Background: an optimization exercise with open tools, aiming at small area, a short achievable clock period and few clock cycles per item. Do not read the settings as production practice.
Function was checked by simulation only, so behaviour that the tests miss may differ from the original.
Power is estimated from default activity; no workload was simulated.

## flow/design.v (module list and top-level ports; edited modules follow where they fit)
// module JAM: 3025 lines
module JAM (
input CLK,
input RST,
output [2:0] W,
output [2:0] J,
input [6:0] Cost,
output [3:0] MatchCount,
output [9:0] MinCost,
output Valid );
  // ...
==> flow/flow/run.sh <==
#!/bin/bash
# Standard layout; the timing repair steps aim 8 ns above the required slack
# and work on the worst 5% of the endpoints below that.
set -euo pipefail
export SETUP_SLACK_MARGIN=8
export TNS_END_PERCENT=5
bash standard.sh > standard.log 2>&1
==> flow/standard.sh <==
#!/bin/bash
# synth_recipe.tcl (not shown) runs the flow's synth.tcl, then flattens the netlist and writes it again
# the make line also repeats each setting of config.mk as NAME=value (left out here)
make -C /OpenROAD-flow-scripts/flow DESIGN_CONFIG=/design/flow/config.mk WORK_HOME=/design/flow/orfs CLKGATE_MAP_FILE= SYNTH_SCRIPT=/design/flow/synth_recipe.tcl "${@:-finish}"
==> flow/config.mk <==
export PLATFORM = sky130hd
export DESIGN_NAME = JAM
export DESIGN_NICKNAME = JAM
export VERILOG_FILES = /design/flow/design.v
export SDC_FILE = /design/flow/constraint.sdc
export NUM_CORES = 4
export LEC_CHECK = 0
export CAP_MARGIN = 20
export CORE_MARGIN = 2
export CORE_UTILIZATION = 40
export SLEW_MARGIN = 20
==> flow/constraint.sdc <==
create_clock -name core_clock -period 12.0 [get_ports {CLK}]
set_input_delay 2.4000 -clock core_clock [delete_from_list [all_inputs] [get_ports {CLK}]]
set_output_delay 2.4000 -clock core_clock [all_outputs]
set_load 0.01 [all_outputs]
==> impl_summary.txt, run 1 <==
----------------------------------------------------
[Timing]
  Tcrit/Tclk final ... between 30% and 40%
  Sum of negative setup slack ... 0 ns
  Hold slack ... 0.336 ns
  Fin. max-slew vios ... 0
  Transition at the pin with the smallest max-transition slack ... between 1 and 1.5 ns
  Final hold viol count ... 0

[Power]
  Worst supply voltage drop on vdd ... roughly 0.16 mV
  Clock share of power ... 16.8%
  Combinational power share ... 49.1%

[Finish]
  Most frequent standard cell in the layout excluding fill and tap cells ... dfxtp_1
  Fraction of final layout cells sized beyond drive strength 1 ... 13.8%

[Routing]
  Vias ... just under 100k
  Detailed Route Iter0 Violations ... 11200
  Routed wirelength normalized by instance count ... 32.6 um
  Antenna-violating nets left ... 0

[Critical path]
  Crit path from ... act[4]
  Count of buffer and inverter cells on the critical path ... 4
  Critical path type ... reg -> reg

[Global route]
  Aggregate global routing overflow ... 0
  Vias in the first global route ... 88400
  Global Route met3 Usage ... 7.33%

[Clock tree]
  Clock tree from TritonCTS ... done
  Number of sinks driven by the clock tree ... around 1800
  Number of levels the H-tree was split into ... 4

[Die]
  Floorplan die width ... 526 um
  Number of primary I/O pins ... 30
  Standard-cell rows ... 191

[Synth]
  Adder and majority cell fraction of the synthesized area ... between 20% and 30%
  Sequential element share of the synthesized area ... between 30 and 40%
  Register bit count reported by yosys ... 1815
  Synth async-reset ratio ... less than 1%
  Number of synthesis warnings ... 1
  Area share of and/or/nand/nor cells after synthesis ... between 10% and 20%

[Hold path]
  Cell count of the worst hold path ... 0

[Run status]
  Run status ... timing/DRC/antenna clean

[Place]
  Weighted congestion reported at the end of routability-driven placement ... 1.02
  Cells after DPL ... between 15000 and 20000

----------------------------------------------------
Testbench counts, summed over its fixed seeds: cycles 804, jobs 12.
==> run 2, diff against run 1 <==
--- a/flow/config.mk
+++ b/flow/config.mk
@@ -9,3 +9,5 @@
 export CORE_MARGIN = 2
 export CORE_UTILIZATION = 40
+export CTS_CLUSTER_DIAMETER = 90
+export CTS_CLUSTER_SIZE = 25
 export SLEW_MARGIN = 20
==> run 2 against run 1 <==
Critical path type unchanged. Register-to-register slack better by 0.10 ns. Critical endpoint is now nB3_4[3]. Maximum frequency is 2.4% higher. First-iteration DRC count is 2.1% higher. Synthesized cell count stayed put. Sequential power hardly changed. Critical path depth is 1 lower. Worst hold slack worse by 0.0093 ns. Utilization is 1.1 points lower. Non-clock buffer count is 6 lower. Via count is 0.83% lower. Worst setup slack better by 0.10 ns.
==> impl_summary.txt, run 2 <==
----------------------------------------------------
[Die]
  Chip Height ... 526 um (unchanged)
  Number of primary I/O pins ... 30 (unchanged)
  Floorplan die width ... 526 um (unchanged)
  Initial standard-cell utilization of the core ... 40.2% (unchanged)
  Standard-cell rows ... 191 (unchanged)
  Die area ... 0.276 mm2 (unchanged)
  Floorplan Core Area ... 0.271 mm2 (unchanged)

[Routing]
  Routed wirelength normalized by instance count ... 32.7 um (was 32.6 um)
  Antenna-violating nets left ... 0 (unchanged)
  Routed wire length ... 520000 um (was 524000 um)
  Via density per instance ... 6.02 (was 6.00)
  Detailed Route Iter0 Violations ... 11400 (was 11200)
  Number of DRC violations after detailed routing ... 0 (unchanged)
  Vias ... 95700 (was 96500)
  Drt pass-1 iters ... 8 (was 6)

[Synth]
  Flip-flop cell with the highest count after synthesis ... dfxtp_1 (unchanged)
  Number of synthesis warnings ... 1 (unchanged)
  Sequential element share of the synthesized area ... 33.5% (unchanged)
  Most frequently used cell type in the post-synthesis netlist ... dfxtp_1 (unchanged)
  Top-area cell type share of the netlist area ... 33.0% (unchanged)
  Net count after synthesis ... 13500 (unchanged)
  Top cell type by total area after synthesis ... dfxtp_1 (unchanged)
  Number of instances in the synthesized netlist ... 11700 (unchanged)
  Count of different cell masters after synthesis ... 101 (unchanged)
  Cell types occupying the most area after synthesis ... dfxtp_1 (33%), ha_1 (18%), mux2i_1 (4.6%) (unchanged)
  Total standard cell area after synthesis ... 0.109 mm2 (unchanged)
  Synth async-reset ratio ... 0.441% (unchanged)
  Leading post-synthesis cells by instance count ... dfxtp_1 (1793), ha_1 (1582), nand2_1 (933) (unchanged)
  Number of enable flip-flop cells after synthesis ... 14 (unchanged)
  Mean instance size in the synthesized netlist ... 9.28 um2 (unchanged)
  Register bit count reported by yosys ... 1815 (unchanged)

[Timing]
  Fin crit period ... 4.26 ns (was 4.36 ns)
  Max-slew headroom ... 8.87% (was 20.5%)
  Final count of negative-setup-slack endpoints ... 0 (unchanged)
  Final hold viol count ... 0 (unchanged)
  Maximum clock skew at final layout ... 0.0829 ns (was 0.0876 ns)
  Fin. max-slew vios ... 0 (unchanged)
  Transition at the pin with the smallest max-transition slack ... 1.37 ns (was 1.19 ns)
  Tcrit/Tclk final ... 35.5% (was 36.3%)
  Sum of negative setup slack ... 0 ns (unchanged)
  Unrepaired setup endpoints after global routing ... true (unchanged)
  Hold slack ... 0.326 ns (was 0.336 ns)
  Highest clock rate ... 235 MHz (was 229 MHz)

[Global route]
  Wire length of the first global-routing pass ... 691000 um (was 697000 um)
  Global Route met3 Usage ... 7.42% (was 7.33%)
  Pin count of the biggest net entering global routing ... 52 (unchanged)
  Aggregate global routing overflow ... 0 (unchanged)
  Gr usage total ... 35.9% (was 36.2%)
  Vias in the first global route ... 87500 (was 88400)
  Most Crowded Layer GR ... met2 (unchanged)
  Met2 Resource Use GR ... 52.2% (was 52.1%)
  Met1 capacity usage during global routing ... 47.9% (was 48.4%)
  Number of antenna violations at the first check in global routing ... 85 (was 79)

[Power]
  Part of the power in registers ... 36.0% (was 34.2%)
  Power dissipated by switching net loads ... 20.0 mW (was 20.3 mW)
  Cell Pwr Density ... 314 mW/mm2 (was 325 mW/mm2)
  Switching power as a share of total power ... 50.4% (was 48.2%)
  Combinational power share ... 52.1% (was 49.1%)
  Worst supply voltage drop on vdd ... 0.166 mV (was 0.157 mV)
  Leakage power ... 56.0 nW (was 57.6 nW)
  Internal Power ... 19.7 mW (was 21.8 mW)
  Clock share of power ... 11.9% (was 16.8%)

[Clock tree]
  Number of levels the H-tree was split into ... 3 (was 4)
  Clock slew seen by the registers of the worst setup and hold paths ... 0.11 ns (was 0.07 ns)
  Clock tree from TritonCTS ... done (unchanged)
  Source-to-sink clock delay at the later pin of the worst-skew pair ... 0.89 ns (was 0.97 ns)
  Clock tree buffer depth ... 3 (was 4)
  Clock root buffer ... clkbuf_16 (unchanged)
  Number of buffers added by the clock tree synthesis step ... 115 (was 215)
  Number of sinks driven by the clock tree ... 1815 (unchanged)

[Critical path]
  Data arrival time at the worst-slack endpoint ... 5.02 ns (was 5.19 ns)
  Critical-path maximum fanout ... 12 (was 51)
  Critical path type ... reg -> reg (unchanged)
  Kind of launch point of the worst setup path ... flop (unchanged)
  Sort of element at the end of the critical path ... flop (unchanged)
  Required time at the endpoint of the critical path ... 12.76 ns (was 12.83 ns)

[Place]
  Weighted congestion reported at the end of routability-driven placement ... 1.02 (unchanged)
  PortBufs ... 29 (unchanged)
  HPWL Detailed ... 409000 um (unchanged)

[Hold path]
  Worst min path class ... reg -> reg (unchanged)

[Finish]
  Most frequent standard cell in the layout excluding fill and tap cells ... dfxtp_1 (unchanged)
  Most used cells in the layout excluding fill and tap cells ... dfxtp_1 (1757), ha_1 (1532), nand2_1 (910), inv_1 (888), o21ai_0 (741) (was dfxtp_1 (1756), ha_1 (1535), nand2_1 (913), inv_1 (889), o21ai_0 (753))
  Fraction of final layout cells sized beyond drive strength 1 ... 13.1% (was 13.8%)
  Area growth syn-to-layout ... 16.1% (was 18.9%)
  Fill count ... 25500 (was 25200)
  Number of nets at the end of the flow ... 13900 (was 14100)

[Run status]
  Run status ... timing/DRC/antenna clean (unchanged)

[Flow run]
  Count of maximum capacitance violations ... 0 (unchanged)

----------------------------------------------------
==> run 2: timing repair <==
item,4_1_cts,5_1_grt
endpoints found under the setup margin,1123,1097
setup buffers,230,183
pin swaps,121,191
cloned,31,15
hold buffers,0,0
gates resized for setup,470,432
==> run 2: final cells by class <==
cell class,count,area [um2],share of cell area [%]
repair buffers,570,5870,4.64
clock buffers,125,3000,2.37
multi-input cells,8799,71800,56.8
flip-flops and latches,1815,36600,29.0
diodes,38,95.1,0.0752
inverters,896,3380,2.68
well taps,3570,4470,3.53
clock inverters,81,1150,0.913
==> run 2: layer usage <==
metal	vias to the layer above	wire (um)
li1	43100	-
met4	26	41500
met2	4778	212000
met1	46700	214000
met5	-	204
met3	1066	51700
==> run 2: per-stage QoR <==
step | util, % | setup slack [ns] | power, mW | instances | instance area, um2
2_1_floorplan | - | 7.89 | 23.9 | 11700 | 109000
3_3_place_gp | 42.0 | 5.94 | 31.6 | 15200 | 114000
3_5_place_dp | 42.0 | 5.96 | 32.0 | 15200 | 114000
4_1_cts | 45.3 | 7.71 | 38.0 | 15700 | 123000
5_1_grt | 46.7 | 7.65 | 42.0 | 15900 | 126000
6_report | 46.7 | 7.74 | 39.8 | 15900 | 126000
==> run 2: worst paths after layout <==
path / endpoint / start / cells after the start / slack, ns
hold / removal: vB4_2[2] / vB4_3[2] / 0 / 0.33
setup reg to reg: nB3_4[3] / cr3[0] / 14 / 7.74
min in group asynchronous: vr / RST / 2 / 1.74
setup / recovery: nB3_4[3] / cr3[0] / 14 / 7.74
hold reg to reg: vB4_2[2] / vB4_3[2] / 0 / 0.33
max in group asynchronous: cnt[2] / RST / 2 / 10.00
==> run 2: power by group through the flow <==
stage / registers [mW] / logic [mW] / clock network [mW]
after CTS: 14.0 / 19.3 / 4.76
after detailed placement: 14.1 / 17.9 / 0
after global routing: 14.2 / 22.8 / 4.95
after global placement: 14.2 / 17.5 / 0
after floorplan: 10.6 / 13.3 / 0
final: 14.3 / 20.7 / 4.72
==> run 2: logic make-up (layout without fill, tap and decap cells) <==
kind of cell    Yosys count  after routing  synth area share [%]
compound gates         2919           2947                  17.4
xor+xnor                594            594                  4.78
fa+ha+maj              1746           1746                  21.2
buf+inv                1146           1672                  4.18
flops                  1815           1815                  33.5
mux                     618            618                  5.82
other cells               0             38                     0
simple gates           2888           2894                  13.1
==> run 2: critical path, cell delays in order, from the launching register on <==
cell	delay, ns
dfxtp_4	0.37
buf_16	0.17
or3_4	0.48
buf_12	0.18
ha_4	0.17
a21o_1	0.17
a21oi_1	0.17
xor2_1	0.79
ha_1	0.39
nand3_1	0.18
o221ai_1	0.18
a21oi_2	0.30
o21ai_4	0.15
o21ba_2	0.24
a311oi_2	0.21

[static timing again, ports no longer ideal]
In the flow no input, the clock included, has a driving cell. The finished layouts below were timed again as built, in two steps. Step 1 (the two cells are an assumption about what drives the block):
set clk [get_ports {CLK}]
set_driving_cell -lib_cell sky130_fd_sc_hd__clkbuf_16 $clk
set_driving_cell -lib_cell sky130_fd_sc_hd__buf_2 [delete_from_list [all_inputs] $clk]
Step 2, shift: input delay + t, output delay - t, t = (earliest + latest rising clock arrival at the registers) / 2. This alone moves slack from input paths to output paths. Three values: ideal, step 1, step 2; two values: the first two.
run	shift t [ns]	setup slack, ns	latest minus earliest clock arrival (ns)	cell pins on the clock port's net
run 1	1.021	7.639 / 7.632 / 7.639	0.092 / 0.092	1
run 2	0.957	7.743 / 7.652 / 7.743	0.085 / 0.086	1
After both steps setup and hold are still met in every run listed.
